Background: an optimization exercise with open tools, aiming at small area, a short achievable clock period and few clock cycles per item. Do not read the settings as production practice.
At most, simulation tests tie the RTL to the original design; equivalence was not proved.
Power is estimated from default activity; no workload was simulated.

Design divider, start of the top module:
module divider#(
  parameter WIDTH    = 32,
  parameter CACHING  =  0,
  parameter INIT_VLD =  0
)(
  input clk,
  input rst,
  input start,
  input      [WIDTH-1:0] dividend,
  input      [WIDTH-1:0] divisor,
  output reg [WIDTH-1:0] quotient,
  output     [WIDTH-1:0] remainder,
  output reg zeroErr,
  output valid
);
  reg [31:0] rem;
  reg [31:0] dsr;
  reg [4:0]  cnt;
  reg [4:0]  zbr;
  reg        align;
  reg        busy;
  reg        vld;
  wire [5:0]  za;
  wire [5:0]  zb;
  divider_lzc32 u_lza (.x(dividend), .z(za));
  divider_lzc32 u_lzb (.x(divisor), .z(zb));
  wire [31:0] sa;                                 
  divider_smear32 u_sa (.x(dividend), .s(sa));
  wire        zeroDivide = ~|divisor;
  wire        shorter = |(divisor & ~sa);         
  wire        quick = shorter | zeroDivide;
  wire [4:0]  s;
  wire [5:0]  bw;
  wire [31:0] sh [0:5];
  assign bw[0] = 1'b0;
  assign sh[0] = dsr;
  genvar i;
  generate
    for (i = 0; i < 5; i = i + 1) begin : al
      wire eq = zbr[i] ~^ cnt[i];
      assign s[i]    = eq ? bw[i] : ~bw[i];
      assign bw[i+1] = eq ? bw[i] : cnt[i];
      assign sh[i+1] = s[i] ? (sh[i] << (1 << i)) : sh[i];
    end
  endgenerate
  wire [32:0] diff = {1'b0, rem} - {1'b0, dsr};
  wire        ge = ~diff[32];
  wire        last = cnt == 5'd0;
  assign remainder = rem;
  assign valid = vld;
  always @(posedge clk) begin
    if (rst) begin
      align <= 1'b0;
      busy  <= 1'b0;
      vld   <= 1'b0;
    end else if (start) begin
      align <= ~quick;
      busy  <= 1'b0;
      vld   <= quick;
    end else if (align) begin
      align <= 1'b0;
      busy  <= 1'b1;
    end else if (busy && last) begin
      busy  <= 1'b0;
      vld   <= 1'b1;
    end
  end
  always @(posedge clk) begin
    zbr <= zb[4:0];
    cnt <= start ? za[4:0] : align ? s : cnt - 5'd1;
  end
  always @(posedge clk) begin
    if (start) begin
      quotient <= 32'd0;
      zeroErr  <= zeroDivide;
    end else if (busy) begin
      quotient <= {quotient[30:0], ge};
    end
  end
  always @(posedge clk) begin
    if (start)
      rem <= dividend;
    else if (busy && ge)
      rem <= diff[31:0];
  end
  always @(posedge clk) begin
    dsr <= start ? divisor : align ? sh[5] : dsr >> 1;
  end
endmodule
export LEC_CHECK = 0
export CAP_MARGIN = 20
export CORE_MARGIN = 2
export CORE_UTILIZATION = 60
export CTS_BUF_LIST = sky130_fd_sc_hd__clkbuf_8
export CTS_CLUSTER_SIZE = 10
export SETUP_SLACK_MARGIN = 2.0
export SLEW_MARGIN = 20
create_clock -name core_clock -period 5.0 [get_ports {clk}]
standard.sh (not shown) runs the stock make flow with config.mk's settings and CLKGATE_MAP_FILE= SYNTH_SCRIPT=/design/flow/synth_recipe.tcl, a recipe that flattens the netlist after the stock synthesis.
==> flow/flow/run.sh <==
#!/bin/bash
set -euo pipefail
bash standard.sh "BUFFER_PORTS_ARGS=-buffer_cell sky130_fd_sc_hd__buf_1" finish > make_finish.log 2>&1
Testbench counts at the start, summed over its fixed seeds: cycles 25,920, items 3,200.
Then changed:
- CTS_BUF_LIST: sky130_fd_sc_hd__clkbuf_8 -> not set
- CTS_CLUSTER_SIZE: 10 -> not set
- SETUP_SLACK_MARGIN: 2.0 -> 1.0
Effect: The changed run went through all stages and came out clean. Setup slack got worse by 390 ps. Global-route usage is lower by 0.88 points. Power is lower slightly. Combinational power is lower by a little under a tenth. Critical path depth is higher by 2. Wire length is lower by a few percent. Final cell count is lower slightly. Core utilization is lower by 2.2 points.
Then changed:
- CTS_BUF_LIST: not set -> sky130_fd_sc_hd__clkbuf_8 sky130_fd_sc_hd__clkbuf_16
- SETUP_SLACK_MARGIN: 1.0 -> 2.0
Result: The changed run completed with no timing, DRC or antenna violations. Register-to-register slack gets better by 360 ps. Power grows by a few percent. Design area came out higher by a few percent. Wire length went up by a few percent. Critical path depth stays the same. Die area is unchanged.


## run A
divider again, from the RTL that the note above started with.
==> flow/config.mk <==
export PLATFORM = sky130hd
export DESIGN_NAME = divider
export DESIGN_NICKNAME = divider
export VERILOG_FILES = /design/flow/design.v
export SDC_FILE = /design/flow/constraint.sdc
export NUM_CORES = 4
export LEC_CHECK = 0
export CAP_MARGIN = 20
export CORE_MARGIN = 2
export CORE_UTILIZATION = 65
export SETUP_SLACK_MARGIN = 1.7
export SLEW_MARGIN = 20
==> flow/constraint.sdc <==
create_clock -name core_clock -period 5.0 [get_ports {clk}]
set_input_delay 1.0000 -clock core_clock [delete_from_list [all_inputs] [get_ports {clk}]]
set_output_delay 1.0000 -clock core_clock [all_outputs]
set_load 0.01 [all_outputs]
Scripts as last shown in full above: flow/flow/run.sh
Both conditions hold for run A: the flow ran to the end and the final layout passed the timing, DRC and antenna checks.
Testbench counts of run A, summed over its fixed seeds: cycles 25,920, items 3,200.
Here is what was changed in the inputs of run B compared with run A.
Settings: SETUP_SLACK_MARGIN: 1.7 -> 2.3; CORE_UTILIZATION: 65 -> 60.
### Flow results
The flow did not stop early for run B: all stages ran, and the layout cleared the timing, DRC and antenna checks.
Worst setup slack: higher on run B
Compared with run A, run B shows area taken by multi-input logic gates that has gone up by a little under 10%.
Note that the routed wire length recorded for run B amounts to 1.08 times the value seen in run A.
Comparing the two runs side by side, run B comes out ahead of run A on achievable clock frequency.
Run B: met2 usage is 2.8 points lower than what run A reported.
Going from run A to run B, layout overhead on the synthesized area picked up an extra 8.3 points; power picked up an extra about 9%.
Here is what was changed in the inputs of run C compared with run B.
Settings: setting CTS_BUF_LIST to sky130_fd_sc_hd__clkbuf_4 sky130_fd_sc_hd__clkbuf_8 for the first time; changing SETUP_SLACK_MARGIN from 2.3 to 2.0; setting CTS_CLUSTER_SIZE to 8 for the first time.
==> results.txt <==
- Going from run B to run C, count of vias placed by the detailed router shrinks by about 1%.
- Of run C and run B, it is run C that has the lower minimum clock period after layout.
- Diff run B -> run C: total design power now smaller; endpoint arrival time on the critical path now larger; global-route usage now smaller.
- For the clock edge transition at the registers on the reported setup and hold paths, run C came in 0.03 ns higher than run B did.
- The critical path capture point comes out dsr[12] in one run and rem[0] in the other, namely in run C and run B respectively.
- The final reports for run C and run B show critical path depth lower in the former.
> inputs changed (run C -> run D)
Settings: CTS_CLUSTER_SIZE: 8 -> unset; CTS_BUF_LIST: sky130_fd_sc_hd__clkbuf_4 sky130_fd_sc_hd__clkbuf_8 -> unset.
--- outcome ---
- Run D and run C all finish clean.
- Re required time of the critical path: run D and run C aren't equal, and the lower value belongs to run D.
- Run comparison: run C start point of the critical path zbr[1]; run D start point of the critical path rem[0]
- The via total after detailed routing of run D and that of run C are within noise of each other.
- Taking run C as the reference, in run D final hold slack shows a reduction of 0.0052 ns; clock power share climbed 3.2 points; worst-skew pair later-pin latency -0.04 ns; fraction of power spent switching nets down 0.97 points.
## Diff of input files: run E against run D
Settings: CTS_BUF_LIST: unset -> sky130_fd_sc_hd__clkbuf_4 sky130_fd_sc_hd__clkbuf_8.
[summary]
Number of nets in the layout: run E vs run D, no meaningful difference
DRC marker count from the first detailed-route iteration ends up higher on run E.
Worst max-slew margin expressed relative to the limit: higher on run E
Wire: run E routes less than run D
NOTE area of all placed cells without fillers run D->run E decreased slightly
[compare] base=run D new=run E: detailed route wirelength on metal3 decreased by 12 um relative to the old numbers, final critical-path required period decreased by 0.030 ns relative to the old numbers.
Comparing run E and run D, the higher wire length the detailed router placed on met1 was measured on run D.


== quartz ==
Another version of the RTL of divider (not shown whole).
Size: ~1000 cells after synthesis, ~110 flip-flops, roughly 0.0084 mm^2 of cells after synthesis.
clock: 5.0 ns
lec_check: 0
abc_clock_period_in_ps: 2000
cap_margin: 20
core_margin: 2
core_utilization: 40
setup_slack_margin: 2.8
slew_margin: 20
Scripts as last shown in full above: flow/flow/run.sh
Setup changes, quartz to maple
# quartz
export LEC_CHECK = 0
export ABC_CLOCK_PERIOD_IN_PS = 2000
export CAP_MARGIN = 20
export CORE_MARGIN = 2
export CORE_UTILIZATION = 40
export SETUP_SLACK_MARGIN = 2.8
export SLEW_MARGIN = 20
create_clock -name core_clock -period 5.0 [get_ports {clk}]
# maple
export LEC_CHECK = 0
export ABC_CLOCK_PERIOD_IN_PS = 2500
export CAP_MARGIN = 20
export CORE_MARGIN = 2
export CORE_UTILIZATION = 40
export SETUP_SLACK_MARGIN = 2.3
export SLEW_MARGIN = 20
create_clock -name core_clock -period 5.0 [get_ports {clk}]
Findings:
[maple vs quartz] pin count of the biggest net entering global routing: lower in maple
Against quartz, maple reports a sequential share of layout area that is higher.
maple ended up with a lower global routing met3 resource utilization than quartz did.
As far as number of well taps goes, quartz and maple are indistinguishable; the numbers are identical.
No functional check of the RTL was part of any run of this note.

[afterwards: timing with drivers on the ports]
How much do the figures lean on ideal ports? The routed layouts below were timed once more, with nothing changed but the port constraints.
Step 1 sets driving cells, clkbuf_16 on the clock port and buf_2 on the other inputs (assumed; they add their load-dependent delay and slew).
Step 2 also shifts input and output timing later by t, the mid clock arrival at the registers, as if the neighbouring blocks saw the same clock.
Slacks: ideal / step 1 / step 2; pairs: ideal / step 1.
| run | t, ns | setup WS [ns] | latest minus earliest clock arrival (ns) |
|---|---|---|---|
| the first run of note 1 | 0.438 | 1.984 / 1.984 / 1.762 | 0.022 / 0.023 |
| the second run of note 1 | 0.413 | 1.598 / 1.598 / 1.598 | 0.011 / 0.011 |
| the third run of note 1 | 0.406 | 1.954 / 1.954 / 1.747 | 0.013 / 0.013 |
| run A | 0.409 | 1.808 / 1.808 / 1.771 | 0.009 / 0.009 |
| run B | 0.410 | 1.950 / 1.950 / 1.950 | 0.010 / 0.010 |
| run C | 0.438 | 1.984 / 1.984 / 1.762 | 0.022 / 0.023 |
| run D | 0.406 | 1.954 / 1.954 / 1.747 | 0.013 / 0.013 |
| run E | 0.438 | 1.984 / 1.984 / 1.762 | 0.022 / 0.023 |
| quartz | 0.404 | 1.680 / 1.686 / 1.282 | 0.014 / 0.014 |
| maple | 0.400 | 1.859 / 1.870 / 1.470 | 0.014 / 0.014 |
After both steps every run listed still meets setup and hold. The setup slack of quartz, which loses most, moves by +0.006 ns with the drivers and by -0.398 ns with both steps.
